This design comes from an exercise in tuning for small area, a short achievable clock period and few clock cycles on the open sky130 flow, not from production work. RTL that was checked went through simulation tests only; none was proved equivalent to the original. Only the layout flow was run in runs 1, 2 and 4 to 7; the RTL was not checked for function there. Power and IR drop assume default switching activity.

--- flow/run.sh ---
#!/bin/bash
# synth_recipe.tcl (not shown) runs the flow's synth.tcl, then flattens the netlist and writes it again
# the make line also repeats each setting of config.mk as NAME=value (left out here)
make -C /OpenROAD-flow-scripts/flow DESIGN_CONFIG=/design/flow/config.mk WORK_HOME=/design/flow/orfs CLKGATE_MAP_FILE= SYNTH_SCRIPT=/design/flow/synth_recipe.tcl finish
--- flow/config.mk ---
export PLATFORM = sky130hd
export DESIGN_NAME = Processor
export DESIGN_NICKNAME = Processor
export VERILOG_FILES = /design/flow/design.v
export SDC_FILE = /design/flow/constraint.sdc
export NUM_CORES = 4
export LEC_CHECK = 0
export CAP_MARGIN = 20
export CORE_MARGIN = 2
export CORE_UTILIZATION = 40
export SETUP_SLACK_MARGIN = 3.5
export SLEW_MARGIN = 20
export SYNTH_HIERARCHICAL = 1
export SYNTH_MINIMUM_KEEP_SIZE = 0
--- flow/constraint.sdc ---
create_clock -name core_clock -period 7.0 [get_ports {i_clk}]
set_input_delay 1.4000 -clock core_clock [delete_from_list [all_inputs] [get_ports {i_clk}]]
set_output_delay 1.4000 -clock core_clock [all_outputs]
set_load 0.01 [all_outputs]
--- flow/design.v ---
module Add32 #(parameter W = 32) (
    input  logic [W-1:0] a,
    input  logic [W-1:0] b,
    input  logic         cin,
    output logic [W-1:0] s,
    output logic         cout);
    localparam L = $clog2(W);
    logic [W-1:0] p0;
    logic [W-1:0] g [0:L];
    logic [W-1:0] p [0:L];
    always_comb begin
        p0 = a ^ b;
        g[0] = a & b;
        g[0][0] = (a[0] & b[0]) | (p0[0] & cin);
        p[0] = p0;
        for (int l = 0; l < L; l++) begin
            for (int i = 0; i < W; i++) begin
                if ((i >> l) & 1) begin
                    g[l+1][i] = g[l][i] | (p[l][i] & g[l][((i >> l) << l) - 1]);
                    p[l+1][i] = p[l][i] & p[l][((i >> l) << l) - 1];
                end else begin
                    g[l+1][i] = g[l][i];
                    p[l+1][i] = p[l][i];
                end
            end
        end
        s = p0 ^ {g[L][W-2:0], cin};
        cout = g[L][W-1];
    end
endmodule
module Add16 #(parameter W = 16) (
    input  logic [W-1:0] a,
    input  logic [W-1:0] b,
    input  logic         cin,
    output logic [W-1:0] s,
    output logic         cout);
    localparam L = $clog2(W);
    logic [W-1:0] p0;
    logic [W-1:0] g [0:L];
    logic [W-1:0] p [0:L];
    always_comb begin
        p0 = a ^ b;
        g[0] = a & b;
        g[0][0] = (a[0] & b[0]) | (p0[0] & cin);
        p[0] = p0;
        for (int l = 0; l < L; l++) begin
            for (int i = 0; i < W; i++) begin
                if ((i >> l) & 1) begin
                    g[l+1][i] = g[l][i] | (p[l][i] & g[l][((i >> l) << l) - 1]);
                    p[l+1][i] = p[l][i] & p[l][((i >> l) << l) - 1];
                end else begin
                    g[l+1][i] = g[l][i];
                    p[l+1][i] = p[l][i];
                end
            end
        end
        s = p0 ^ {g[L][W-2:0], cin};
        cout = g[L][W-1];
    end
endmodule
module RdMux #(parameter WIDTH = 32) (
    input  logic [7:0]       sel,
    input  logic [WIDTH-1:0] f, r1, r2, r3, r4, r5, r6, r7,
    output logic [WIDTH-1:0] q);
    assign q = (f  & {WIDTH{sel[0]}}) | (r1 & {WIDTH{sel[1]}})
             | (r2 & {WIDTH{sel[2]}}) | (r3 & {WIDTH{sel[3]}})
             | (r4 & {WIDTH{sel[4]}}) | (r5 & {WIDTH{sel[5]}})
             | (r6 & {WIDTH{sel[6]}}) | (r7 & {WIDTH{sel[7]}});
endmodule
module Processor #(parameter WIDTH = 32) (
    input  logic               i_clk,
    input  logic               i_reset,
    input  logic [WIDTH-1:0]   i_ReadData,
    output logic               o_memwrite,
    output logic [WIDTH-1:0]   o_WriteData,
    output logic [WIDTH-1:0]   o_Address);
    logic [31:0] rf [1:7];
    logic [15:0] pc;         
    logic        m_ld, m_st, m;            
    logic [31:0] m_ea, m_sd;               
    logic [7:1]  m_we;                     
    logic        e_ld, e_st, e_bq;         
    logic        e_sub, e_and, e_or, e_slt;
    logic [7:1]  e_we;                     
    logic [7:1]  e_lw;                     
    logic [2:0]  e_rs, e_rt;
    logic [31:0] opA, opB;
    logic [15:0] e_tgt;                    
    wire [31:0] bop = opB ^ {32{e_sub}};
    logic [31:0] sum;
    logic        sum_c;
    Add32 add_alu (.a(opA), .b(bop), .cin(e_sub), .s(sum), .cout(sum_c));
    logic [31:0] res;
    always_comb begin
        if (e_and)      res = opA & opB;
        else if (e_or)  res = opA | opB;
        else if (e_slt) res = {31'd0, sum[31]};
        else            res = sum;
    end
    wire        e_taken = ~m & e_bq & (opA == opB);
    logic [15:0] ea_lo;
    logic        ea_c;
    Add16 add_ea (.a(opA[15:0]), .b(e_tgt), .cin(1'b0), .s(ea_lo), .cout(ea_c));
    wire [15:0] ea_hi1 = opA[31:16] + 16'd1;
    wire [31:0] ea     = {ea_c ? ea_hi1 : opA[31:16], ea_lo};
    wire [31:0] wd   = m ? i_ReadData : res;
    wire [7:1]  w_oh = m ? m_we : e_we;
    wire [31:0] ins   = i_ReadData;
    wire [5:0]  op    = ins[31:26];
    wire [5:0]  funct = ins[5:0];
    wire [15:0] imm   = ins[15:0];
    wire        f_v   = ~m & ~e_taken;
    wire        is_r  = (op == 6'h00);
    wire        is_lb = (op == 6'h20);
    wire        is_sb = (op == 6'h28);
    wire        is_bq = (op == 6'h04);
    wire        is_j  = (op == 6'h02);
    wire [2:0]  ra = m ? e_rs : ins[23:21];
    wire [2:0]  rb = m ? e_rt : ins[18:16];
    logic [7:0] sel_a, sel_b;
    always_comb begin
        sel_a[0] = 1'b0;
        sel_b[0] = 1'b0;
        for (int i = 1; i < 8; i++) begin
            sel_a[i] = ~w_oh[i] & (ra == i[2:0]);
            sel_b[i] = ~w_oh[i] & (rb == i[2:0]);
            sel_a[0] = sel_a[0] | (w_oh[i] & (ra == i[2:0]));
            sel_b[0] = sel_b[0] | (w_oh[i] & (rb == i[2:0]));
        end
    end
    logic [31:0] a, b;
    RdMux rd_a (.sel(sel_a), .f(wd), .r1(rf[1]), .r2(rf[2]), .r3(rf[3]), .r4(rf[4]),
                .r5(rf[5]), .r6(rf[6]), .r7(rf[7]), .q(a));
    RdMux rd_b (.sel(sel_b), .f(wd), .r1(rf[1]), .r2(rf[2]), .r3(rf[3]), .r4(rf[4]),
                .r5(rf[5]), .r6(rf[6]), .r7(rf[7]), .q(b));
    wire [15:0] pc1 = pc + 16'd1;
    always_ff @(posedge i_clk) begin
        if (i_reset) begin
            e_ld <= 1'b0;
            e_st <= 1'b0;
            e_bq <= 1'b0;
            e_we <= 7'd0;
            e_lw <= 7'd0;
        end else if (!m) begin
            if (!f_v) begin
                e_ld <= 1'b0;
                e_st <= 1'b0;
                e_bq <= 1'b0;
                e_we <= 7'd0;
                e_lw <= 7'd0;
            end else begin
                e_ld <= is_lb;
                e_st <= is_sb;
                e_bq <= is_bq;
                for (int i = 1; i < 8; i++) begin
                    e_we[i] <= is_r & (ins[13:11] == i[2:0]);
                    e_lw[i] <= is_lb & (ins[18:16] == i[2:0]);
                end
            end
        end
    end
    always_ff @(posedge i_clk) begin
        opA <= a;
        opB <= b;
        if (!m) begin
            e_sub <= is_r & ((funct == 6'h22) | (funct == 6'h2A));
            e_and <= is_r & (funct == 6'h24);
            e_or  <= is_r & (funct == 6'h25);
            e_slt <= is_r & (funct == 6'h2A);
            e_rs  <= ins[23:21];
            e_rt  <= ins[18:16];
            e_tgt <= (is_lb | is_sb) ? imm : pc1 + imm;
        end
    end
    always_ff @(posedge i_clk) begin
        if (i_reset || m) begin
            m_ld <= 1'b0;
            m_st <= 1'b0;
            m    <= 1'b0;
        end else begin
            m_ld <= e_ld;
            m_st <= e_st;
            m    <= e_ld | e_st;
        end
    end
    always_ff @(posedge i_clk) begin
        m_ea <= ea;
        m_sd <= opB;
        m_we <= e_lw;
    end
    always_ff @(posedge i_clk) begin
        if (i_reset)      pc <= 16'd0;
        else if (e_taken) pc <= e_tgt;
        else if (m)       pc <= pc;
        else if (is_j)    pc <= imm;
        else              pc <= pc1;
    end
    always_ff @(posedge i_clk) begin
        for (int i = 1; i < 8; i++)
            if (w_oh[i]) rf[i] <= wd;
    end
    assign o_memwrite  = m_st;
    assign o_WriteData = m_sd;
    assign o_Address   = m ? m_ea : {16'd0, pc};
endmodule
==> results of run 1 <==
## area by class of cell
type,instances,area (um2)
fillers,4632,27000
flip-flops and latches,420,10900
multi-input cells,1275,9690
repair buffers,188,1770
clock buffers,62,1340
well taps,688,861
inverters,112,420
clock inverters,24,360
## worst paths after layout
| kind | slack [ns] | end | depth (start not counted) | from |
|---|---|---|---|---|
| worst min-delay path | 0.35 | m_we[2]$_DFF_P_ | 0 | e_lw[2]$_SDFFE_PP0N_ |
| worst min register to register | 0.35 | m_we[2]$_DFF_P_ | 0 | e_lw[2]$_SDFFE_PP0N_ |
| worst max register to register | 3.05 | opA[0]$_DFF_P_ | 17 | e_sub$_DFFE_PN_ |
| worst max-delay path | 3.05 | opA[0]$_DFF_P_ | 17 | e_sub$_DFFE_PN_ |
## per-stage QoR
step	utilization (%)	cells	worst slack, ns	cell area [um2]	hold slack [ns]
global route	48.3	2769	2.87	25300	0.362
detailed placement	43.6	2628	2.59	22800	0.339
CTS	47.7	2752	3.12	25000	0.351
floorplan	-	1905	3.23	21200	0.331
global placement	43.6	2628	2.66	22800	0.337
finish	48.3	2769	3.05	25300	0.353
## layout by cell type (no fill, tap or decap), drive strengths merged, types with 12 or more instances in the layout
| master | n |
|---|---|
| nor2b | 35 |
| a21oi | 113 |
| a22oi | 258 |
| xor2 | 61 |
| o21ai | 67 |
| fa | 12 |
| nand3 | 13 |
| dfxtp | 176 |
| nand4 | 80 |
| clkbuf | 62 |
| nor3 | 36 |
| a21o | 12 |
| nand2 | 107 |
| buf | 89 |
| mux2 | 19 |
| clkdlybuf4s50 | 96 |
| ha | 129 |
| mux2i | 25 |
| edfxtp | 244 |
| nor4 | 15 |
| a211oi | 21 |
| xnor2 | 43 |
| nor2 | 102 |
| and2 | 22 |
| inv | 119 |
## metal layers
metal	share of wire [%]	vias up
li1	-	7430
met4	4.0	0
met3	8.7	178
met5	0	-
met1	41	8030
met2	46	812
## state kept, by name (all words and copies together), names as in the netlist
signal  count
e_or        1
m           1
m_ea       32
opA        32
m_we        7
e_lw        7
m_st        1
e_sub       1
e_slt       1
e_ld        1
e_st        1
e_and       1
e_bq        1
pc         16
e_we        7
e_rs        3
rf        224
e_tgt      16
e_rt        3
opB        32
m_sd       32
## power by group
group	switching, mW	internal [mW]	leakage, nW
Combinational	1.62	1.30	5.12
Sequential	0.258	3.26	3.70
Clock	1.04	1.65	0.831
## timing repair
action / 4_1_cts / 5_1_grt
gates cloned: 1 / 0
endpoints found under the setup margin: 331 / 283
resized for setup: 49 / 43
pin swaps: 59 / 34
buffers inserted: 37 / 17
==> flow_summary_export.csv, run 1 <==
group,metric,value,unit
critical_path,critical_path_required,7.46,ns
sta,rsz0062_at_grt,"yes",
clocking,htreeDepth,2,
run_status,run_status,"complete, no violations",
die,io_pins,99,
route,drtIter0Drc,1850,
critical_path,crit_slowest_cell,"edfxtp_1",
critical_path,crit_path_end_kind,"flip-flop",
route,ant_nets,0,
sta,max_slew_margin,37.4,%
sta,finalSetupTns,0,ns
die,core-area,52300,um2
route,routed_wl,66000,um
synthesis,synth_cells,1905,
pwr,power_density,361,nW/um2
critical_path,crit_buf_inv,2,
cells_and_area,area_growth,20.0,%
critical_path,worstPathArrival,4.41,ns
clocking,cts.sinks,420,
pwr,vdd_drop_max,182,uV
clocking,cts_buffers,47,
synthesis,synth_fp_nets,2080,
sta,fin_crit,3.95,ns
clocking,cts_root_buf,"clkbuf_16",
route,drtPass1Iterations,7,
synthesis,syn_area,21100,um2
grt,grtUsageMet2,39.1,%
critical_path,cp_top_family,"compound AO/OA/AOI/OAI gates",
route,vias_per_cell,5.94,
grt,grt_use_met3,3.87,%
die,die_area,54500,um2
hold_path,min_path_type,"reg2reg",
synthesis,yosys_warnings,15,
grt,use_met1,31.5,%
grt,grt_antenna_before_repair,0,
sta,clock.fmax,253,MHz
sta,slew_viol_final,0,
flow_run,drv_cap,0,
cells_and_area,final_nets,2219,
clocking,clockBufferDepth,3,
route,vias,16450,
clocking,clk_pin_slew,0.06,ns
placement,gp_congestion,0.878,
grt,overflow,0,
placement,port-buffer-count,98,
grt,grtUsageTotal,24.0,%
critical_path,cp_slowest_stage_delay,0.43,ns
sta,period_share,56.5,%
grt,grt_pass1_vias,16084,
die,rows,84,
sta,skew,0.0199,ns
sta,worstMarginPinSlew,0.930,ns
clocking,insertion_delay,0.59,ns
die,fp.dieW,234,um
synthesis,syn_area_per_cell,11.1,um2
pwr,power_leakage,9.65,nW
critical_path,start_kind,"flip-flop",
grt,grt_max_degree,65,
die,start_util,40.3,%
sta,hold_viol,0,
grt,grt_pass1_wl,97900,um
sta,setup_viol,0,
cells_and_area,drive_above_1_share,14.5,%
die,die_h,234,um
critical_path,crit_type,"reg2reg",
critical_path,path_max_fanout,16,
critical_path,crit_chain,"buf_4 -> bufbuf_16 -> xor2_1 -> ha_1 -> a21oi_1 -> nand2_1 -> a221o_1 -> a41o_1 -> nor3_2 -> o31ai_2 -> xor2_1 -> a211oi_1 -> a211oi_1 -> a21oi_1 -> o21ai_2 -> a22oi_1 -> nand4_1",
grt,busiest_layer,"met2",
placement,dp_hpwl,40500,um
cells_and_area,diodes,0,
pwr,power.total,9.12,mW
route,wl_per_cell,23.8,um
clocking,cts_tree,"done",
route,drc,0,
clocking,ctsHoldBuffers,0,
==> run 2: changes to the inputs <==
--- a/flow/config.mk
+++ b/flow/config.mk
@@ -9,5 +9,5 @@
 export CORE_MARGIN = 2
 export CORE_UTILIZATION = 40
-export SETUP_SLACK_MARGIN = 3.5
+export SETUP_SLACK_MARGIN = 3.0
 export SLEW_MARGIN = 20
 export SYNTH_HIERARCHICAL = 1
==> flow_summary_export.csv, run 2 <==
group,metric,value,unit
grt,grtUsageMet2,38.3,%
die,start_util,40.3,%
sta,period_share,56.7,%
synthesis,yosys_warnings,15,
clocking,cts_buffers,46,
placement,place_inst,2625,
synthesis,synth_fp_nets,2080,
route,drtPass1Iterations,5,
sta,clock.fmax,252,MHz
synthesis,syn_area,21100,um2
route,drc,0,
sta,skew,0.0230,ns
run_status,run_status,"complete, no violations",
die,die_h,234,um
critical_path,crit_type,"reg2out",
grt,grt_pass1_vias,16076,
critical_path,worstPathArrival,2.57,ns
cells_and_area,drive_above_1_share,12.5,%
sta,setup_viol,0,
grt,use_met1,31.9,%
pwr,power.total,8.78,mW
grt,grt_use_met3,4.41,%
sta,slew_viol_final,0,
clocking,clockBufferDepth,3,
placement,dp_hpwl,40700,um
pwr,power_leakage,9.44,nW
placement,port-buffer-count,98,
sta,setup_ws,3.03,ns
cells_and_area,largest-register,"rf",
clocking,clk_pin_slew,0.06,ns
clocking,cts.sinks,420,
critical_path,crit_chain,"buf_4 -> and2_1 -> clkdlybuf4s50_1",
route,drtIter0Drc,1558,
critical_path,cp_slowest_stage_delay,0.63,ns
route,vias,16383,
critical_path,path_max_fanout,40,
critical_path,crit_buf_inv,2,
grt,grt_max_degree,65,
critical_path,start_kind,"flip-flop",
grt,overflow,0,
cells_and_area,layout_common_cells,"a22oi_1 (248), edfxtp_1 (244), dfxtp_1 (174)",
critical_path,cp_top_family,"buffers and inverters",
cells_and_area,finalNonFillerCells,2742,
die,rows,84,
clocking,ctsHoldBuffers,0,
grt,grt_antenna_before_repair,1,
synthesis,syn_area_per_cell,11.1,um2
die,die_area,54500,um2
cells_and_area,largest_register_ffs,224,
sta,fin_crit,3.97,ns
cells_and_area,layout_commonest_cell,"a22oi_1",
critical_path,critical_path_required,5.60,ns
clocking,cts_tree,"done",
cells_and_area,num-fill-cells,4770,
synthesis,synth_cells,1905,
clocking,cts_root_buf,"clkbuf_16",
clocking,htreeDepth,2,
pwr,vdd_drop_max,164,uV
cells_and_area,area_growth,18.2,%
die,fp.dieW,234,um
hold_path,min_path_type,"reg2reg",
cells_and_area,final_nets,2191,
critical_path,crit_slowest_cell,"dfxtp_4",
grt,grtUsageTotal,23.9,%
clocking,insertion_delay,0.60,ns
pwr,power_density,353,nW/um2
sta,hold_viol,0,
route,routed_wl,66500,um
die,io_pins,99,
sta,max_slew_margin,20.9,%
route,wl_per_cell,24.3,um
route,vias_per_cell,5.97,
placement,post-place-ws,2.18,ns
die,core-area,52300,um2
grt,grt_pass1_wl,97600,um
route,ant_nets,0,
placement,gp_congestion,0.866,
sta,rsz0062_at_grt,"yes",
sta,worstMarginPinSlew,1.17,ns
sta,finalSetupTns,0,ns
cells_and_area,diodes,0,
grt,busiest_layer,"met2",
critical_path,crit_path_end_kind,"primary output",
flow_run,drv_cap,0,
run 2: layout make-up:
type                    count  area, um2  share of cell area, %
clock buffers              66       1350                   5.42
clock inverters            20        290                   1.17
inverters                 112        420                   1.69
multi-input cells        1275       9630                   38.7
flip-flops and latches    420      10900                   43.6
well taps                 688        861                   3.46
repair buffers            161       1490                   6.00
run 2: worst paths after layout:
check	start	end	slack (ns)	cells past startpoint
worst max register to register	e_sub$_DFFE_PN_	rf[3][0]$_DFFE_PP_	3.07	19
worst min-delay path	e_lw[2]$_SDFFE_PP0N_	m_we[2]$_DFF_P_	0.36	0
worst min register to register	e_lw[2]$_SDFFE_PP0N_	m_we[2]$_DFF_P_	0.36	0
worst max-delay path	m$_SDFF_PP0_	o_Address[24]	3.03	3
run 2: metrics by stage:
stage | util (%) | instance area [um2] | hold slack, ns
floorplan | - | 21100 | 0.331
global placement | 43.4 | 22700 | 0.336
detailed placement | 43.4 | 22700 | 0.342
CTS | 46.8 | 24500 | 0.355
global route | 47.6 | 24900 | 0.357
finish | 47.6 | 24900 | 0.357
run 2: what timing repair did:
action                                 CTS  global route
pin swaps                                6            37
cloned                                   0             0
endpoints found under the hold margin    0             0
gates resized for setup                 29            64
buffers inserted                        11            19
setup endpoints to repair              256           227
run 2: metal layers:
| metal | wire (um) | vias to the layer above |
|---|---|---|
| li1 | - | 7366 |
| met1 | 27800 | 8118 |
| met2 | 30600 | 745 |
| met3 | 5920 | 154 |
| met4 | 2140 | 0 |
| met5 | 0 | - |
run 2: power breakdown:
part           switching [mW]  total (mW)  leakage [nW]  internal [mW]
Sequential              0.263        3.53          3.70           3.26
Clock                    1.02        2.59         0.808           1.57
Combinational            1.57        2.66          4.93           1.09
==> run 3: changes to the inputs <==
--- a/flow/design.v
+++ b/flow/design.v
@@ -1,3 +1,3 @@
-module Add32 #(parameter W = 32) (
+module Add32 #(parameter W = 32, parameter L = 5) (
     input  logic [W-1:0] a,
     input  logic [W-1:0] b,
@@ -5,5 +5,4 @@
     output logic [W-1:0] s,
     output logic         cout);
-    localparam L = $clog2(W);
     logic [W-1:0] p0;
     logic [W-1:0] g [0:L];
@@ -29,5 +28,5 @@
     end
 endmodule
-module Add16 #(parameter W = 16) (
+module Add16 #(parameter W = 16, parameter L = 4) (
     input  logic [W-1:0] a,
     input  logic [W-1:0] b,
@@ -35,5 +34,4 @@
     output logic [W-1:0] s,
     output logic         cout);
-    localparam L = $clog2(W);
     logic [W-1:0] p0;
     logic [W-1:0] g [0:L];
==> flow_summary_export.csv, run 3 <==
group,metric,value,unit
run_status,run_status,"complete, no violations",
die,die_area,54500,um2
cells_and_area,layout_common_cells,"a22oi_1 (248), edfxtp_1 (244), dfxtp_1 (174)",
grt,grt_pass1_wl,97600,um
route,top_layer_used,"met4",
sta,period_share,56.7,%
pwr,p_seq_share,40.1,%
pwr,vdd_drop_max,164,uV
critical_path,crit_slowest_cell,"dfxtp_4",
cells_and_area,final_nets,2191,
pwr,swShare,32.5,%
critical_path,start_kind,"flip-flop",
route,vias,16383,
synthesis,syn_area,21100,um2
die,io_pins,99,
grt,grtUsageTotal,23.9,%
critical_path,cp_slowest_stage_delay,0.63,ns
cells_and_area,final_area,24900,um2
clocking,cts_root_buf,"clkbuf_16",
critical_path,cp_top_family,"buffers and inverters",
sta,setup_viol,0,
grt,overflow,0,
pwr,p_sw,2.85,mW
route,met3WireLength,5920,um
cells_and_area,diodes,0,
clocking,insertion_delay,0.60,ns
critical_path,path_max_fanout,40,
critical_path,worstPathArrival,2.57,ns
clocking,clk_pin_slew,0.06,ns
die,core-area,52300,um2
die,die_h,234,um
pwr,pwr-share-clk,29.5,%
grt,grt_max_degree,65,
critical_path,crit_type,"reg2out",
cells_and_area,layout_commonest_cell,"a22oi_1",
grt,grt_antenna_before_repair,1,
critical_path,crit_buf_inv,2,
cells_and_area,largest-register,"rf",
pwr,pwr-share-comb,30.3,%
placement,port-buffer-count,98,
synthesis,synth_cells,1905,
die,rows,84,
route,routed_wl,66500,um
pwr,power_density,353,nW/um2
sta,rsz0062_at_grt,"yes",
route,drc,0,
sta,skew,0.0230,ns
cells_and_area,largest_register_ffs,224,
sta,slew_viol_final,0,
flow_run,drv_cap,0,
sta,finalSetupTns,0,ns
placement,placed_cell_area,22700,um2
cells_and_area,area_growth,18.2,%
die,start_util,40.3,%
synthesis,synth_fp_nets,2080,
placement,gp_congestion,0.866,
grt,grt_pass1_vias,16076,
pwr,cellInternalPower,5.93,mW
cells_and_area,drive_above_1_share,12.5,%
hold_path,min_path_type,"reg2reg",
route,ant_nets,0,
route,vias_per_cell,5.97,
sta,clock.fmax,252,MHz
clocking,cts_tree,"done",
route,drtIter0Drc,1558,
placement,dp_hpwl,40700,um
sta,fin_crit,3.97,ns
sta,max_slew_margin,20.9,%
route,m1WireLength,27800,um
synthesis,syn_area_per_cell,11.1,um2
pwr,power_leakage,9.44,nW
critical_path,crit_path_end_kind,"primary output",
route,wl_per_cell,24.3,um
sta,worstMarginPinSlew,1.17,ns
clocking,clockBufferDepth,3,
sta,hold_viol,0,
critical_path,crit_chain,"buf_4 -> and2_1 -> clkdlybuf4s50_1",
clocking,cts.sinks,420,
route,drtPass1Iterations,5,
clocking,ctsHoldBuffers,0,
synthesis,yosys_warnings,15,
clocking,cts_buffers,46,
die,fp.dieW,234,um
clocking,htreeDepth,2,
route,met2_length,30600,um
critical_path,critical_path_required,5.60,ns
## run 3: cell counts in the layout (fill, tap and decap cells not counted)
Identical to the previous run, type by type.
## run 3: layout make-up
type	count	area, um2
fillers	4770	27400
flip-flops and latches	420	10900
multi-input cells	1275	9630
repair buffers	161	1490
clock buffers	66	1350
well taps	688	861
inverters	112	420
clock inverters	20	290
## run 3: routing by layer
layer / global-route usage (%) / vias up
met4: 9.67 / 0
met3: 4.41 / 154
met2: 38.3 / 745
li1: - / 7366
met5: 0 / -
met1: 31.9 / 8118
## run 3: repair_timing
item                                    in CTS  in global routing
buffers inserted                            11                 19
pin swaps                                    6                 37
hold endpoints to repair                     0                  0
endpoints found under the setup margin     256                227
gates resized for setup                     29                 64
## run 3: worst paths after layout
check        cells past startpoint                 start            endpoint  slack, ns
max                              3          m$_SDFF_PP0_       o_Address[24]       3.03
max reg2reg                     19       e_sub$_DFFE_PN_  rf[3][0]$_DFFE_PP_       3.07
min reg2reg                      0  e_lw[2]$_SDFFE_PP0N_     m_we[2]$_DFF_P_       0.36
min                              0  e_lw[2]$_SDFFE_PP0N_     m_we[2]$_DFF_P_       0.36
## run 3: through the flow
step	utilization [%]	instances	total power [mW]	hold WS, ns	worst slack (ns)
6_report	47.6	2742	8.78	0.357	3.03
3_3_place_gp	43.4	2625	5.79	0.336	2.32
5_1_grt	47.6	2742	9.21	0.357	2.89
4_1_cts	46.8	2722	8.54	0.355	2.81
2_1_floorplan	-	1905	5.04	0.331	3.00
3_5_place_dp	43.4	2625	5.86	0.342	2.18
## run 3: power groups by stage
stage,Clock [mW],Combinational (mW),Sequential [mW]
3_3_place_gp,0,2.21,3.58
4_1_cts,2.63,2.38,3.53
3_5_place_dp,0,2.28,3.58
5_1_grt,2.72,2.94,3.55
2_1_floorplan,0,1.56,3.48
6_report,2.59,2.66,3.53
Testbench counts of run 3, summed over its fixed seeds: cycles 29,933.
==> run 4: changes to the inputs <==
--- a/flow/design.v
+++ b/flow/design.v
@@ -1,3 +1,3 @@
-module Add32 #(parameter W = 32, parameter L = 5) (
+module Add32 #(parameter W = 32) (
     input  logic [W-1:0] a,
     input  logic [W-1:0] b,
@@ -5,4 +5,5 @@
     output logic [W-1:0] s,
     output logic         cout);
+    localparam L = $clog2(W);
     logic [W-1:0] p0;
     logic [W-1:0] g [0:L];
@@ -28,5 +29,5 @@
     end
 endmodule
-module Add16 #(parameter W = 16, parameter L = 4) (
+module Add16 #(parameter W = 16) (
     input  logic [W-1:0] a,
     input  logic [W-1:0] b,
@@ -34,4 +35,5 @@
     output logic [W-1:0] s,
     output logic         cout);
+    localparam L = $clog2(W);
     logic [W-1:0] p0;
     logic [W-1:0] g [0:L];
@@ -83,10 +85,10 @@
     logic [7:1]  e_lw;                     
     logic [2:0]  e_rs, e_rt;
-    logic [31:0] opA, opB;
+    logic [31:0] opA;
+    logic [31:0] opB;                      
     logic [15:0] e_tgt;                    
-    wire [31:0] bop = opB ^ {32{e_sub}};
     logic [31:0] sum;
     logic        sum_c;
-    Add32 add_alu (.a(opA), .b(bop), .cin(e_sub), .s(sum), .cout(sum_c));
+    Add32 add_alu (.a(opA), .b(opB), .cin(e_sub), .s(sum), .cout(sum_c));
     logic [31:0] res;
     always_comb begin
@@ -96,10 +98,6 @@
         else            res = sum;
     end
-    wire        e_taken = ~m & e_bq & (opA == opB);
-    logic [15:0] ea_lo;
-    logic        ea_c;
-    Add16 add_ea (.a(opA[15:0]), .b(e_tgt), .cin(1'b0), .s(ea_lo), .cout(ea_c));
-    wire [15:0] ea_hi1 = opA[31:16] + 16'd1;
-    wire [31:0] ea     = {ea_c ? ea_hi1 : opA[31:16], ea_lo};
+    wire        e_taken = ~m & e_bq & (sum == 32'd0);    
+    wire [31:0] ea = opA + {16'd0, e_tgt};
     wire [31:0] wd   = m ? i_ReadData : res;
     wire [7:1]  w_oh = m ? m_we : e_we;
@@ -132,4 +130,6 @@
     RdMux rd_b (.sel(sel_b), .f(wd), .r1(rf[1]), .r2(rf[2]), .r3(rf[3]), .r4(rf[4]),
                 .r5(rf[5]), .r6(rf[6]), .r7(rf[7]), .q(b));
+    wire f_sub = is_bq | (is_r & ((funct == 6'h22) | (funct == 6'h2A)));
+    wire n_sub = m ? e_sub : f_sub;
     wire [15:0] pc1 = pc + 16'd1;
     always_ff @(posedge i_clk) begin
@@ -160,12 +160,10 @@
     always_ff @(posedge i_clk) begin
         opA <= a;
-        opB <= b;
+        opB <= b ^ {32{n_sub}};
         if (!m) begin
-            e_sub <= is_r & ((funct == 6'h22) | (funct == 6'h2A));
+            e_sub <= f_sub;
             e_and <= is_r & (funct == 6'h24);
             e_or  <= is_r & (funct == 6'h25);
             e_slt <= is_r & (funct == 6'h2A);
-            e_rs  <= ins[23:21];
-            e_rt  <= ins[18:16];
             e_tgt <= (is_lb | is_sb) ? imm : pc1 + imm;
         end
@@ -184,6 +182,8 @@
     always_ff @(posedge i_clk) begin
         m_ea <= ea;
-        m_sd <= opB;
+        m_sd <= opB;             
         m_we <= e_lw;
+        e_rs <= ins[23:21];      
+        e_rt <= ins[18:16];
     end
     always_ff @(posedge i_clk) begin
--- a/flow/config.mk
+++ b/flow/config.mk
@@ -9,5 +9,5 @@
 export CORE_MARGIN = 2
 export CORE_UTILIZATION = 40
-export SETUP_SLACK_MARGIN = 3.0
+export SETUP_SLACK_MARGIN = 3.3
 export SLEW_MARGIN = 20
 export SYNTH_HIERARCHICAL = 1
==> flow_summary_export.csv, run 4 <==
group,metric,value,unit
die,io_pins,99,
die,die_h,231,um
sta,worstMarginPinSlew,1.12,ns
sta,hold_viol,0,
pwr,cellInternalPower,7.66,mW
critical_path,cp_slowest_stage_delay,0.50,ns
route,wl_per_cell,25.4,um
placement,place_inst,2526,
critical_path,crit_chain,"ha_1 -> a21oi_1 -> o21ai_0 -> a221o_1 -> a41o_1 -> or3_4 -> a21oi_4 -> xnor2_2 -> nor4_2 -> nand4_1 -> nor3_4 -> buf_12 -> buf_8 -> or4b_4 -> or3_4 -> a21oi_2",
pwr,p_seq_share,33.3,%
critical_path,start_kind,"flip-flop",
sta,fin_crit,4.27,ns
critical_path,crit_buf_inv,2,
synthesis,synth_cells,1814,
route,drtIter0Drc,2104,
clocking,cts_tree,"done",
sta,setup_viol,0,
critical_path,rr_worst_depth,16,
critical_path,crit_slowest_cell,"or4b_4",
sta,period_share,60.9,%
flow_run,drv_cap,0,
synthesis,syn_area_per_cell,11.3,um2
critical_path,cp_top_family,"simple AND/OR/NAND/NOR gates",
sta,slew_viol_final,0,
hold_path,hp-start,"e_lw[1]$_SDFFE_PP0N_",
route,routed_wl,68700,um
critical_path,crit_type,"reg2reg",
critical_path,cp.depth,16,
placement,port-buffer-count,98,
cells_and_area,diodes,0,
critical_path,rr_endpoint,"e_we[2]$_SDFFE_PP0N_",
critical_path,r2r_start,"opA[23]$_DFF_P_",
cells_and_area,finalNonFillerCells,2702,
sta,max_slew_margin,24.7,%
cells_and_area,area_growth,23.9,%
cells_and_area,multiInputGateArea,9680,um2
pwr,swShare,35.8,%
clocking,cts.sinks,420,
pwr,power_leakage,9.28,nW
die,fp.dieW,231,um
die,start_util,40.3,%
clocking,cts_root_buf,"clkbuf_16",
cells_and_area,final_nets,2092,
die,die_area,53100,um2
sta,finalSetupTns,0,ns
hold_path,holdPathStages,0,
cells_and_area,layout_commonest_cell,"edfxtp_1",
cells_and_area,drive_above_1_share,20.5,%
hold_path,holdPathEnd,"m_we[1]$_DFF_P_",
critical_path,crit_path_end_kind,"flip-flop",
cells_and_area,largest-register,"rf",
die,core-area,51000,um2
route,drc,0,
cells_and_area,layout_common_cells,"edfxtp_1 (243), a22oi_1 (234), dfxtp_1 (173)",
grt,grt_antenna_before_repair,2,
sta,rsz0062_at_grt,"yes",
sta,timing.hold.ws,0.357,ns
grt,grt_max_degree,65,
grt,grtUsageTotal,25.1,%
synthesis,syn_area,20500,um2
pwr,pwr-share-clk,21.2,%
pwr,vdd_drop_max,217,uV
placement,dp_hpwl,42900,um
critical_path,critical_path_required,7.52,ns
route,vias_per_cell,6.10,
critical_path,path_max_fanout,5,
route,ant_nets,0,
critical_path,crit_top_cell,"or3_4",
clocking,clk_pin_slew,0.06,ns
clocking,insertion_delay,0.59,ns
grt,grt_pass1_vias,16038,
pwr,power_density,469,nW/um2
route,vias,16474,
clocking,htreeDepth,2,
hold_path,min_path_type,"reg2reg",
clocking,cts_buffers,46,
synthesis,synth_fp_nets,1922,
route,drtPass1Iterations,6,
synthesis,yosys_warnings,12,
placement,gp_congestion,0.919,
cells_and_area,num-fill-cells,4422,
critical_path,worstPathArrival,4.79,ns
pwr,pwr-share-comb,45.6,%
die,rows,83,
grt,grt_pass1_wl,100000,um
grt,overflow,0,
run_status,run_status,"complete, no violations",
cells_and_area,largest_register_ffs,224,
pwr,p_sw,4.26,mW
critical_path,rrSetupSlack,2.73,ns
sta,skew,0.0293,ns
clocking,clockBufferDepth,3,
sta,clock.fmax,234,MHz
cells_and_area,regArea,10800,um2
run 4: worst max path at each step:
stage | from | to | slack, ns
3_5_place_dp | opA[0]$_DFF_P_ | pc[15]$_SDFFE_PP0P_ | 2.04
4_1_cts | opB[0]$_DFF_P_ | e_we[3]$_SDFFE_PP0N_ | 2.76
5_1_grt | opA[0]$_DFF_P_ | e_we[3]$_SDFFE_PP0N_ | 2.57
6_report | opA[23]$_DFF_P_ | e_we[2]$_SDFFE_PP0N_ | 2.73
2_1_floorplan | opA[0]$_DFF_P_ | e_we[2]$_SDFFE_PP0N_ | 3.22
3_3_place_gp | opA[0]$_DFF_P_ | pc[12]$_SDFFE_PP0P_ | 2.07
run 4: power groups by stage:
stage                     clock network, mW  registers, mW  logic, mW
after floorplan                           0           3.85       2.53
after global placement                    0           4.00       3.59
after detailed placement                  0           4.01       3.67
after CTS                              2.56           3.95       4.41
after global routing                   2.65           3.99       5.82
final                                  2.52           3.96       5.43
run 4: repair_timing:
item,in CTS,in global routing
setup buffers,55,33
pin swaps,59,66
gates resized for setup,96,110
hold buffers,0,0
cloned,1,0
setup endpoints to repair,239,161
run 4: final cells by class:
| type | instances | area share [%] |
|---|---|---|
| well taps | 680 | 3.34 |
| inverters | 72 | 1.06 |
| clock inverters | 17 | 0.664 |
| clock buffers | 69 | 5.59 |
| multi-input cells | 1221 | 38.1 |
| repair buffers | 223 | 8.63 |
| flip-flops and latches | 420 | 42.6 |
run 4: worst register-to-register path, stage by stage (launching register included):
cell	delay (ns)
dfxtp_1	0.45
ha_1	0.34
a21oi_1	0.19
o21ai_0	0.18
a221o_1	0.46
a41o_1	0.31
or3_4	0.40
a21oi_4	0.18
xnor2_2	0.15
nor4_2	0.06
nand4_1	0.13
nor3_4	0.07
buf_12	0.14
buf_8	0.12
or4b_4	0.50
or3_4	0.40
a21oi_2	0.13
run 4: metal layers:
layer	up-vias	GRT usage (%)	share of wire [%]
li1	7309	-	-
met1	8166	33.6	42
met2	836	39.8	46
met3	161	4.95	8.4
met4	2	10.7	3.9
met5	-	0	0.023
run 4: through the flow:
step / power, mW / cell area, um2 / setup WS [ns] / utilization [%]
3_3_place_gp: 7.59 / 22200 / 2.07 / 43.6
2_1_floorplan: 6.38 / 20600 / 3.22 / -
6_report: 11.9 / 25400 / 2.73 / 49.9
4_1_cts: 10.9 / 24700 / 2.76 / 48.4
5_1_grt: 12.5 / 25400 / 2.57 / 49.9
3_5_place_dp: 7.68 / 22200 / 2.04 / 43.6
==> run 5: changes to the inputs <==
--- a/flow/design.v
+++ b/flow/design.v
@@ -78,5 +78,5 @@
     logic [15:0] pc;         
     logic        m_ld, m_st, m;            
-    logic [31:0] m_ea, m_sd;               
+    logic [31:0] m_ea;                     
     logic [7:1]  m_we;                     
     logic        e_ld, e_st, e_bq;         
@@ -98,5 +98,5 @@
         else            res = sum;
     end
-    wire        e_taken = ~m & e_bq & (sum == 32'd0);    
+    wire        e_taken = ~m & e_bq & (opA == opB);
     wire [31:0] ea = opA + {16'd0, e_tgt};
     wire [31:0] wd   = m ? i_ReadData : res;
@@ -112,6 +112,7 @@
     wire        is_bq = (op == 6'h04);
     wire        is_j  = (op == 6'h02);
+    wire        re = m | e_st;
     wire [2:0]  ra = m ? e_rs : ins[23:21];
-    wire [2:0]  rb = m ? e_rt : ins[18:16];
+    wire [2:0]  rb = re ? e_rt : ins[18:16];
     logic [7:0] sel_a, sel_b;
     always_comb begin
@@ -130,6 +131,6 @@
     RdMux rd_b (.sel(sel_b), .f(wd), .r1(rf[1]), .r2(rf[2]), .r3(rf[3]), .r4(rf[4]),
                 .r5(rf[5]), .r6(rf[6]), .r7(rf[7]), .q(b));
-    wire f_sub = is_bq | (is_r & ((funct == 6'h22) | (funct == 6'h2A)));
-    wire n_sub = m ? e_sub : f_sub;
+    wire f_sub = is_r & ((funct == 6'h22) | (funct == 6'h2A));
+    wire n_sub = re ? (m & e_sub) : f_sub;
     wire [15:0] pc1 = pc + 16'd1;
     always_ff @(posedge i_clk) begin
@@ -167,4 +168,5 @@
             e_slt <= is_r & (funct == 6'h2A);
             e_tgt <= (is_lb | is_sb) ? imm : pc1 + imm;
+            e_rt  <= ins[18:16];
         end
     end
@@ -182,8 +184,6 @@
     always_ff @(posedge i_clk) begin
         m_ea <= ea;
-        m_sd <= opB;             
         m_we <= e_lw;
         e_rs <= ins[23:21];      
-        e_rt <= ins[18:16];
     end
     always_ff @(posedge i_clk) begin
@@ -199,5 +199,5 @@
     end
     assign o_memwrite  = m_st;
-    assign o_WriteData = m_sd;
+    assign o_WriteData = opB;
     assign o_Address   = m ? m_ea : {16'd0, pc};
 endmodule
==> flow_summary_export.csv, run 5 <==
group,metric,value,unit
pwr,swShare,33.3,%
cells_and_area,largest-register,"rf",
hold_path,holdPathStages,0,
synthesis,syn_area_per_cell,10.9,um2
placement,dp_hpwl,44000,um
clocking,cts.sinks,388,
sta,finalSetupTns,0,ns
cells_and_area,layout_commonest_cell,"edfxtp_1",
critical_path,r2r_start,"e_sub$_DFFE_PN_",
cells_and_area,layout_common_cells,"edfxtp_1 (247), a22oi_1 (244), dfxtp_1 (139)",
critical_path,rr_worst_depth,20,
grt,grt_pass1_vias,16597,
pwr,p_sw,2.89,mW
pwr,pwr-share-comb,33.9,%
pwr,power_density,346,nW/um2
clocking,cts_root_buf,"clkbuf_16",
grt,grt_max_degree,49,
critical_path,rr_endpoint,"opB[0]$_DFF_P_",
die,die_h,232,um
die,core-area,51300,um2
die,start_util,40.4,%
sta,period_share,56.9,%
critical_path,crit_path_end_kind,"flip-flop",
cells_and_area,finalNonFillerCells,2770,
synthesis,synth_fp_nets,2077,
route,vias_per_cell,6.13,
clocking,cts_tree,"done",
sta,setup_viol,0,
pwr,power_leakage,9.44,nW
sta,max_slew_margin,19.1,%
clocking,insertion_delay,0.60,ns
synthesis,syn_area,20700,um2
grt,overflow,0,
die,rows,83,
synthesis,yosys_warnings,12,
route,ant_nets,0,
hold_path,hp-start,"e_lw[5]$_SDFFE_PP0N_",
critical_path,crit_path_start,"e_sub$_DFFE_PN_",
clocking,clockBufferDepth,3,
critical_path,crit_type,"reg2reg",
placement,port-buffer-count,98,
sta,hold_viol,0,
cells_and_area,largest_register_ffs,224,
pwr,pwr-share-clk,29.2,%
grt,grtUsageTotal,26.0,%
critical_path,critical_path_required,7.47,ns
critical_path,rrSetupSlack,3.01,ns
die,fp.dieW,232,um
route,drtIter0Drc,1746,
sta,worstMarginPinSlew,1.21,ns
clocking,cts_buffers,45,
cells_and_area,drive_above_1_share,15.7,%
route,vias,16989,
sta,skew,0.0354,ns
grt,grt_antenna_before_repair,0,
hold_path,holdPathEnd,"m_we[5]$_DFF_P_",
route,routed_wl,71500,um
sta,clock.fmax,251,MHz
cells_and_area,final_nets,2225,
clocking,ctsHoldBuffers,0,
die,die_area,53700,um2
run_status,run_status,"complete, no violations",
route,drc,0,
flow_run,drv_cap,0,
sta,rsz0062_at_grt,"yes",
die,io_pins,99,
synthesis,synth_cells,1905,
placement,gp_congestion,0.894,
route,wl_per_cell,25.8,um
route,drtPass1Iterations,6,
sta,timing.hold.ws,0.338,ns
sta,slew_viol_final,0,
clocking,clk_pin_slew,0.06,ns
pwr,p_seq_share,36.9,%
cells_and_area,diodes,0,
placement,place_inst,2626,
hold_path,min_path_type,"reg2reg",
critical_path,worstPathArrival,4.45,ns
pwr,cellInternalPower,5.80,mW
sta,fin_crit,3.99,ns
critical_path,path_max_fanout,4,
clocking,htreeDepth,2,
cells_and_area,area_growth,21.1,%
grt,grt_pass1_wl,105000,um
critical_path,start_kind,"flip-flop",
pwr,vdd_drop_max,209,uV
-- run 5: worst max-delay path by stage --
| stage | to | slack [ns] |
|---|---|---|
| after floorplan | opB[30]$_DFF_P_ | 3.33 |
| after global placement | opB[18]$_DFF_P_ | 2.23 |
| after detailed placement | opB[18]$_DFF_P_ | 2.11 |
| after CTS | opB[0]$_DFF_P_ | 3.01 |
| after global routing | opB[0]$_DFF_P_ | 2.80 |
| final | opB[0]$_DFF_P_ | 3.01 |
-- run 5: what timing repair did --
action                     in CTS  in global routing
setup endpoints to repair     247                183
setup buffers                  35                 21
resized for setup              96                 53
cloned                          2                  1
pin swaps                      41                 44
-- run 5: final cells by class --
cell class              count  area [um2]
fillers                  4652       26200
inverters                  99         372
multi-input cells        1322       10100
repair buffers            197        1900
clock buffers              52        1190
flip-flops and latches    388       10200
well taps                 680         851
clock inverters            32         407
-- run 5: routing by layer --
layer	track usage [%]	part of all wire [%]	vias to the layer above
li1	-	-	7512
met1	34.5	41	8325
met2	41.1	45	938
met3	4.17	9.3	214
met4	13.0	5.0	0
met5	0	0	-
-- run 5: power groups by stage --
stage / Sequential, mW / Combinational [mW] / Clock, mW
2_1_floorplan: 3.16 / 1.55 / 0
3_3_place_gp: 3.26 / 2.18 / 0
3_5_place_dp: 3.26 / 2.25 / 0
4_1_cts: 3.20 / 2.67 / 2.57
5_1_grt: 3.22 / 3.21 / 2.65
6_report: 3.21 / 2.95 / 2.54
-- run 5: per-stage QoR --
stage          total power, mW  worst slack (ns)  cell area (um2)  util (%)
2_1_floorplan             4.71              3.33            20700         -
3_3_place_gp              5.43              2.23            22400      43.6
3_5_place_dp              5.51              2.11            22400      43.6
4_1_cts                   8.44              3.01            24700      48.1
5_1_grt                   9.08              2.80            25100      49.0
6_report                  8.69              3.01            25100      49.0
-- run 5: worst max-delay path, stage by stage (launching register included) --
cell and delay [ns]:
edfxtp_1 0.42, inv_2 0.08, fa_2 0.19, inv_2 0.04, fa_2 0.38, a211oi_4 0.27, o211ai_4 0.16, a2111oi_4 0.33
buf_6 0.19, nor3_4 0.06, nor3_4 0.24, o31ai_2 0.11, xor2_1 0.17, buf_4 0.16, a211oi_2 0.23, a211oi_2 0.08
a211oi_2 0.24, a21oi_2 0.08, a22oi_2 0.16, nand4_1 0.11, xor2_1 0.16
==> run 6: changes to the inputs <==
--- a/flow/config.mk
+++ b/flow/config.mk
@@ -9,5 +9,5 @@
 export CORE_MARGIN = 2
 export CORE_UTILIZATION = 40
-export SETUP_SLACK_MARGIN = 3.3
+export SETUP_SLACK_MARGIN = 3.0
 export SLEW_MARGIN = 20
 export SYNTH_HIERARCHICAL = 1
==> flow_summary_export.csv, run 6 <==
group,metric,value,unit
run_status,run_status,"complete, no violations",
sta,slew_viol_final,0,
die,die_area,53700,um2
synthesis,syn_area,20700,um2
cells_and_area,num-fill-cells,4721,
sta,fin_crit,4.06,ns
clocking,clk_pin_slew,0.06,ns
grt,overflow,0,
cells_and_area,diodes,0,
grt,grt_antenna_before_repair,0,
die,fp.dieW,232,um
critical_path,path_max_fanout,3,
critical_path,worstPathArrival,4.49,ns
sta,worstMarginPinSlew,1.17,ns
sta,timing.hold.ws,0.351,ns
clocking,cts_root_buf,"clkbuf_16",
clocking,clockBufferDepth,3,
synthesis,synth_cells,1905,
cells_and_area,layout_common_cells,"a22oi_1 (254), edfxtp_1 (247), dfxtp_1 (139)",
route,vias,16661,
clocking,cts_tree,"done",
die,die_h,232,um
route,drtPass1Iterations,8,
clocking,htreeDepth,2,
route,routed_wl,68100,um
synthesis,yosys_warnings,12,
clocking,ctsHoldBuffers,0,
die,start_util,40.4,%
die,io_pins,99,
pwr,power_leakage,9.07,nW
sta,finalSetupTns,0,ns
sta,max_slew_margin,21.1,%
grt,grt_pass1_vias,16066,
clocking,cts_buffers,42,
critical_path,crit_type,"reg2reg",
cells_and_area,area_growth,16.9,%
sta,clock.fmax,246,MHz
route,wl_per_cell,25.0,um
route,drtIter0Drc,2076,
grt,grtUsageTotal,24.8,%
cells_and_area,regArea,10200,um2
placement,gp_congestion,0.930,
cells_and_area,drive_above_1_share,11.6,%
die,rows,83,
critical_path,start_kind,"flip-flop",
die,core-area,51300,um2
hold_path,min_path_type,"reg2reg",
synthesis,synth_fp_nets,2077,
pwr,power_density,330,nW/um2
clocking,insertion_delay,0.58,ns
cells_and_area,largest_register_ffs,224,
cells_and_area,largest-register,"rf",
sta,hold_viol,0,
sta,rsz0062_at_grt,"yes",
clocking,cts.sinks,388,
cells_and_area,layout_commonest_cell,"a22oi_1",
pwr,vdd_drop_max,173,uV
cells_and_area,multiInputGateArea,9870,um2
route,ant_nets,0,
sta,skew,0.0256,ns
flow_run,drv_cap,0,
placement,port-buffer-count,98,
synthesis,syn_area_per_cell,10.9,um2
cells_and_area,final_nets,2184,
grt,grt_max_degree,65,
route,vias_per_cell,6.12,
critical_path,critical_path_required,7.43,ns
critical_path,crit_path_end_kind,"flip-flop",
grt,grt_pass1_wl,99800,um
sta,period_share,58.1,%
route,drc,0,
placement,dp_hpwl,43300,um
sta,setup_viol,0,
-- run 6: changes by cell type in the layout (fill, tap and decap cells not counted), moves of 6 or more --
cell      change
a21oi_1      +10
a21oi_2      -10
a22oi_1      +10
a22oi_2      -10
buf_4        -18
buf_6        -11
clkbuf_1      +7
clkinv_2      -7
o21ai_4       -6
-- run 6: final timing paths --
| kind | from | endpoint | slack, ns | cells past startpoint |
|---|---|---|---|---|
| max | e_sub$_DFFE_PN_ | opB[0]$_DFF_P_ | 2.94 | 20 |
| min reg2reg | e_lw[4]$_SDFFE_PP0N_ | m_we[4]$_DFF_P_ | 0.35 | 0 |
| max reg2reg | e_sub$_DFFE_PN_ | opB[0]$_DFF_P_ | 2.94 | 20 |
| min | e_lw[4]$_SDFFE_PP0N_ | m_we[4]$_DFF_P_ | 0.35 | 0 |
-- run 6: layout make-up --
type,instances,area share [%]
Clock buffer,63,5.21
Sequential cell,388,42.3
Timing Repair Buffer,161,6.14
Tap cell,680,3.51
Multi-Input combinational cell,1320,40.7
Inverter,99,1.53
Clock inverter,13,0.614
-- run 6: timing repair --
item	4_1_cts	5_1_grt
gates resized for setup	52	25
setup endpoints to repair	169	95
pin swaps	19	21
buffers inserted	13	9
-- run 6: report_power, final --
part / internal, mW / switching [mW]
registers: 2.99 / 0.221
clock network: 1.36 / 0.907
logic: 0.994 / 1.54
-- run 6: worst max-delay path: stages (launching register included) --
cell	delay, ns
edfxtp_1	0.40
inv_2	0.08
fa_2	0.20
inv_2	0.04
fa_2	0.36
a211oi_4	0.24
o211ai_2	0.17
a2111oi_4	0.33
buf_6	0.18
nor3_4	0.05
nor3_4	0.25
o31ai_2	0.10
xor2_1	0.16
buf_4	0.17
a211oi_4	0.24
a211oi_2	0.07
a211oi_2	0.25
a21oi_2	0.07
a22oi_1	0.20
nand4_1	0.17
xor2_1	0.19
-- run 6: metal layers --
| metal | GRT usage, % | wire [um] | share of wire (%) | up-vias |
|---|---|---|---|---|
| met5 | 0 | 0 | 0 | - |
| met3 | 4.10 | 5960 | 8.8 | 190 |
| met1 | 32.9 | 27900 | 41 | 8195 |
| li1 | - | - | - | 7396 |
| met4 | 10.5 | 2560 | 3.8 | 0 |
| met2 | 40.2 | 31600 | 46 | 880 |
-- run 6: per-stage QoR --
stage | power, mW | setup WS, ns | std cells | area, um2 | utilization (%)
after floorplan | 4.71 | 3.26 | 1905 | 20700 | -
after global placement | 5.44 | 2.25 | 2626 | 22400 | 43.7
after detailed placement | 5.50 | 2.17 | 2626 | 22400 | 43.7
after CTS | 7.90 | 2.86 | 2715 | 24100 | 46.9
after global routing | 8.40 | 2.71 | 2724 | 24200 | 47.2
final | 8.00 | 2.94 | 2724 | 24200 | 47.2
==> run 7: changes to the inputs <==
--- a/flow/design.v
+++ b/flow/design.v
@@ -60,11 +60,12 @@
 endmodule
 module RdMux #(parameter WIDTH = 32) (
-    input  logic [7:0]       sel,
-    input  logic [WIDTH-1:0] f, r1, r2, r3, r4, r5, r6, r7,
+    input  logic [8:0]       sel,
+    input  logic [WIDTH-1:0] f, g, r1, r2, r3, r4, r5, r6, r7,
     output logic [WIDTH-1:0] q);
     assign q = (f  & {WIDTH{sel[0]}}) | (r1 & {WIDTH{sel[1]}})
              | (r2 & {WIDTH{sel[2]}}) | (r3 & {WIDTH{sel[3]}})
              | (r4 & {WIDTH{sel[4]}}) | (r5 & {WIDTH{sel[5]}})
-             | (r6 & {WIDTH{sel[6]}}) | (r7 & {WIDTH{sel[7]}});
+             | (r6 & {WIDTH{sel[6]}}) | (r7 & {WIDTH{sel[7]}})
+             | (g  & {WIDTH{sel[8]}});
 endmodule
 module Processor #(parameter WIDTH = 32) (
@@ -78,5 +79,5 @@
     logic [15:0] pc;         
     logic        m_ld, m_st, m;            
-    logic [31:0] m_ea;                     
+    logic [31:0] m_ea, m_sd;               
     logic [7:1]  m_we;                     
     logic        e_ld, e_st, e_bq;         
@@ -98,5 +99,5 @@
         else            res = sum;
     end
-    wire        e_taken = ~m & e_bq & (opA == opB);
+    wire        e_taken = ~m & e_bq & (sum == 32'd0);    
     wire [31:0] ea = opA + {16'd0, e_tgt};
     wire [31:0] wd   = m ? i_ReadData : res;
@@ -112,25 +113,29 @@
     wire        is_bq = (op == 6'h04);
     wire        is_j  = (op == 6'h02);
-    wire        re = m | e_st;
     wire [2:0]  ra = m ? e_rs : ins[23:21];
-    wire [2:0]  rb = re ? e_rt : ins[18:16];
-    logic [7:0] sel_a, sel_b;
-    always_comb begin
-        sel_a[0] = 1'b0;
-        sel_b[0] = 1'b0;
+    wire [2:0]  rb = m ? e_rt : ins[18:16];
+    logic [8:0] sel_a, sel_b;
+    logic       fwd_a, fwd_b;
+    always_comb begin
+        fwd_a = 1'b0;
+        fwd_b = 1'b0;
         for (int i = 1; i < 8; i++) begin
             sel_a[i] = ~w_oh[i] & (ra == i[2:0]);
             sel_b[i] = ~w_oh[i] & (rb == i[2:0]);
-            sel_a[0] = sel_a[0] | (w_oh[i] & (ra == i[2:0]));
-            sel_b[0] = sel_b[0] | (w_oh[i] & (rb == i[2:0]));
-        end
+            fwd_a = fwd_a | (w_oh[i] & (ra == i[2:0]));
+            fwd_b = fwd_b | (w_oh[i] & (rb == i[2:0]));
+        end
+        sel_a[0] = fwd_a & ~m;
+        sel_b[0] = fwd_b & ~m;
+        sel_a[8] = fwd_a & m;
+        sel_b[8] = fwd_b & m;
     end
     logic [31:0] a, b;
-    RdMux rd_a (.sel(sel_a), .f(wd), .r1(rf[1]), .r2(rf[2]), .r3(rf[3]), .r4(rf[4]),
-                .r5(rf[5]), .r6(rf[6]), .r7(rf[7]), .q(a));
-    RdMux rd_b (.sel(sel_b), .f(wd), .r1(rf[1]), .r2(rf[2]), .r3(rf[3]), .r4(rf[4]),
-                .r5(rf[5]), .r6(rf[6]), .r7(rf[7]), .q(b));
-    wire f_sub = is_r & ((funct == 6'h22) | (funct == 6'h2A));
-    wire n_sub = re ? (m & e_sub) : f_sub;
+    RdMux rd_a (.sel(sel_a), .f(res), .g(i_ReadData), .r1(rf[1]), .r2(rf[2]), .r3(rf[3]),
+                .r4(rf[4]), .r5(rf[5]), .r6(rf[6]), .r7(rf[7]), .q(a));
+    RdMux rd_b (.sel(sel_b), .f(res), .g(i_ReadData), .r1(rf[1]), .r2(rf[2]), .r3(rf[3]),
+                .r4(rf[4]), .r5(rf[5]), .r6(rf[6]), .r7(rf[7]), .q(b));
+    wire f_sub = is_bq | (is_r & ((funct == 6'h22) | (funct == 6'h2A)));
+    wire n_sub = m ? e_sub : f_sub;
     wire [15:0] pc1 = pc + 16'd1;
     always_ff @(posedge i_clk) begin
@@ -168,5 +173,4 @@
             e_slt <= is_r & (funct == 6'h2A);
             e_tgt <= (is_lb | is_sb) ? imm : pc1 + imm;
-            e_rt  <= ins[18:16];
         end
     end
@@ -184,6 +188,8 @@
     always_ff @(posedge i_clk) begin
         m_ea <= ea;
+        m_sd <= opB;             
         m_we <= e_lw;
         e_rs <= ins[23:21];      
+        e_rt <= ins[18:16];
     end
     always_ff @(posedge i_clk) begin
@@ -199,5 +205,5 @@
     end
     assign o_memwrite  = m_st;
-    assign o_WriteData = opB;
+    assign o_WriteData = m_sd;
     assign o_Address   = m ? m_ea : {16'd0, pc};
 endmodule
--- a/flow/config.mk
+++ b/flow/config.mk
@@ -9,5 +9,5 @@
 export CORE_MARGIN = 2
 export CORE_UTILIZATION = 40
-export SETUP_SLACK_MARGIN = 3.0
+export SETUP_SLACK_MARGIN = 3.3
 export SLEW_MARGIN = 20
 export SYNTH_HIERARCHICAL = 1
==> flow_summary_export.csv, run 7 <==
group,metric,value,unit
pwr,p_seq_share,35.9,%
route,met3WireLength,8630,um
grt,grt_antenna_before_repair,0,
synthesis,yosys_warnings,12,
pwr,power_density,405,nW/um2
route,routed_wl,74900,um
pwr,cellInternalPower,6.79,mW
route,top_layer_used,"met4",
route,drtIter0Drc,2645,
route,vias,17411,
sta,rsz0062_at_grt,"yes",
route,vias_per_cell,6.43,
grt,grt_pass1_vias,16963,
cells_and_area,final_nets,2090,
pwr,power.total,10.5,mW
pwr,swShare,35.2,%
cells_and_area,area_growth,22.6,%
cells_and_area,layout_common_cells,"edfxtp_1 (243), dfxtp_1 (170), nand2_1 (101)",
grt,grt_pass1_wl,108000,um
synthesis,syn_area,21100,um2
sta,period_share,61.8,%
cells_and_area,layout_commonest_cell,"edfxtp_1",
cells_and_area,largest_register_ffs,224,
route,drc,0,
critical_path,worstPathArrival,4.85,ns
sta,setup_viol,0,
clocking,cts.sinks,420,
hold_path,min_path_type,"reg2reg",
sta,finalSetupTns,0,ns
placement,port-buffer-count,98,
clocking,cts_tree,"done",
route,wl_per_cell,27.7,um
synthesis,syn_area_per_cell,11.5,um2
synthesis,synth_cells,1844,
sta,fin_crit,4.33,ns
grt,overflow,0,
clocking,cts_buffers,46,
clocking,cts_root_buf,"clkbuf_16",
sta,slew_viol_final,0,
placement,gp_congestion,0.927,
critical_path,crit_type,"reg2reg",
cells_and_area,finalNonFillerCells,2708,
pwr,pwr-share-clk,24.2,%
route,m1WireLength,30700,um
route,ant_nets,0,
placement,place_inst,2564,
die,fp.dieW,234,um
clocking,clk_pin_slew,0.06,ns
pwr,vdd_drop_max,201,uV
pwr,pwr-share-comb,39.9,%
run_status,run_status,"complete, no violations",
pwr,power_leakage,9.54,nW
critical_path,critical_path_required,7.52,ns
synthesis,synth_fp_nets,1952,
die,die_h,234,um
placement,post-place-ws,2.00,ns
critical_path,crit_path_end_kind,"flip-flop",
die,io_pins,99,
pwr,p_sw,3.70,mW
sta,setup_ws,2.67,ns
critical_path,start_kind,"flip-flop",
clocking,htreeDepth,2,
sta,max_slew_margin,15.5,%
die,start_util,40.3,%
sta,skew,0.0148,ns
sta,clock.fmax,231,MHz
sta,hold_viol,0,
die,core-area,52300,um2
route,drtPass1Iterations,7,
sta,worstMarginPinSlew,1.27,ns
cells_and_area,drive_above_1_share,21.0,%
clocking,insertion_delay,0.59,ns
route,met2_length,32800,um
cells_and_area,largest-register,"rf",
grt,grt_max_degree,59,
die,rows,84,
clocking,clockBufferDepth,3,
placement,dp_hpwl,45700,um
flow_run,drv_cap,0,
critical_path,path_max_fanout,6,
die,die_area,54600,um2
grt,grtUsageTotal,26.9,%
-- run 7: changes by cell type in the layout (fill, tap and decap cells not counted), moves of 16 or more --
cell and delta:
ha_1 -64, nand3_1 +60, dfxtp_1 +31, a221oi_2 +69
a21oi_1 -43, inv_1 -57, a22o_1 +66, buf_4 +20
a222oi_1 +64, a22oi_1 -188, nor2b_1 -16, nand4_1 -61
-- run 7: layout make-up --
type | instances | area [um2]
diodes | 1 | 2.50
clock buffers | 65 | 1330
clock inverters | 20 | 248
fillers | 4572 | 26500
inverters | 46 | 173
multi-input cells | 1274 | 10500
flip-flops and latches | 420 | 10900
well taps | 688 | 861
repair buffers | 194 | 1920
-- run 7: power groups by stage --
stage,Sequential (mW),Combinational [mW],Clock (mW)
global route,3.79,4.48,2.67
detailed placement,3.79,3.25,0
floorplan,3.63,2.33,0
global placement,3.79,3.19,0
finish,3.77,4.18,2.54
CTS,3.74,3.72,2.57
-- run 7: path summary, 6_finish.rpt --
check | startpoint | to | slack (ns) | cells after the start
setup reg to reg | opA[0]$_DFF_P_ | e_we[2]$_SDFFE_PP0N_ | 2.67 | 19
hold / removal | e_lw[7]$_SDFFE_PP0N_ | m_we[7]$_DFF_P_ | 0.35 | 0
hold reg to reg | e_lw[7]$_SDFFE_PP0N_ | m_we[7]$_DFF_P_ | 0.35 | 0
setup / recovery | opA[0]$_DFF_P_ | e_we[2]$_SDFFE_PP0N_ | 2.67 | 19
-- run 7: per-layer routing --
layer / up-vias / global-route usage, %
met5: - / 0
met4: 0 / 10.1
met3: 192 / 6.44
met2: 1108 / 41.4
met1: 8571 / 36.7
li1: 7540 / -
-- run 7: critical path: stages, from the launching register on --
cell	delay, ns
dfxtp_2	0.33
inv_2	0.06
fa_2	0.19
inv_2	0.04
fa_2	0.34
a211oi_2	0.24
o211ai_2	0.16
buf_4	0.18
a211oi_4	0.31
nor2b_1	0.11
nor2_1	0.18
o21ai_0	0.15
xor2_1	0.31
nor4_1	0.08
nand3_1	0.21
nor3_4	0.09
buf_12	0.15
or4b_4	0.57
or3_4	0.42
a21oi_2	0.14
-- run 7: metrics by stage --
step	utilization, %	hold WS (ns)	cell area (um2)
final	49.5	0.348	25900
after global routing	49.5	0.354	25900
after CTS	48.6	0.350	25400
after detailed placement	43.7	0.341	22900
after global placement	43.7	0.341	22900
after floorplan	-	0.331	21100
-- run 7: what timing repair did --
| item | CTS | global route |
|---|---|---|
| hold buffers | 0 | 0 |
| pin swaps | 62 | 62 |
| resized for setup | 127 | 66 |
| hold endpoints to repair | 0 | 0 |
| gates cloned | 5 | 2 |
| setup endpoints to repair | 263 | 212 |
| buffers inserted | 39 | 12 |

==> separate check: timing with driven ports <==
The results above use ideal ports. As a check the final layouts listed here were re-extracted and re-timed, cells and wires unchanged.
Step 1 (the two cells are an assumption about what drives the block):
set clk [get_ports {i_clk}]
set_driving_cell -lib_cell sky130_fd_sc_hd__clkbuf_16 $clk
set_driving_cell -lib_cell sky130_fd_sc_hd__buf_2 [delete_from_list [all_inputs] $clk]
Step 2 times the ports against the registers' clock, not the clock port: input delays grow and output delays shrink by t, the midpoint of the rising clock arrivals with the driver on.
a / b / c = ideal / step 1 / step 2; a / b = the first two.
run	t (ns)	slack for setup (ns)	worst setup path after step 2	clock arrival spread, ns	worst slew at a driven data input, ns
run 1	0.639	3.048 / 3.048 / 2.989	input to register	0.020 / 0.021	0.05
run 2	0.641	3.033 / 2.976 / 2.579	input to register	0.023 / 0.023	0.05
run 3	0.641	3.033 / 2.976 / 2.579	input to register	0.023 / 0.023	0.05
run 4	0.634	2.734 / 2.734 / 2.673	input to register	0.030 / 0.030	0.07
run 5	0.638	3.015 / 3.015 / 2.660	input to register	0.036 / 0.036	0.05
run 6	0.621	2.936 / 2.936 / 2.489	input to register	0.026 / 0.026	0.04
run 7	0.641	2.672 / 2.672 / 2.516	input to register	0.017 / 0.018	0.04
After both steps setup and hold are still met in every run listed.
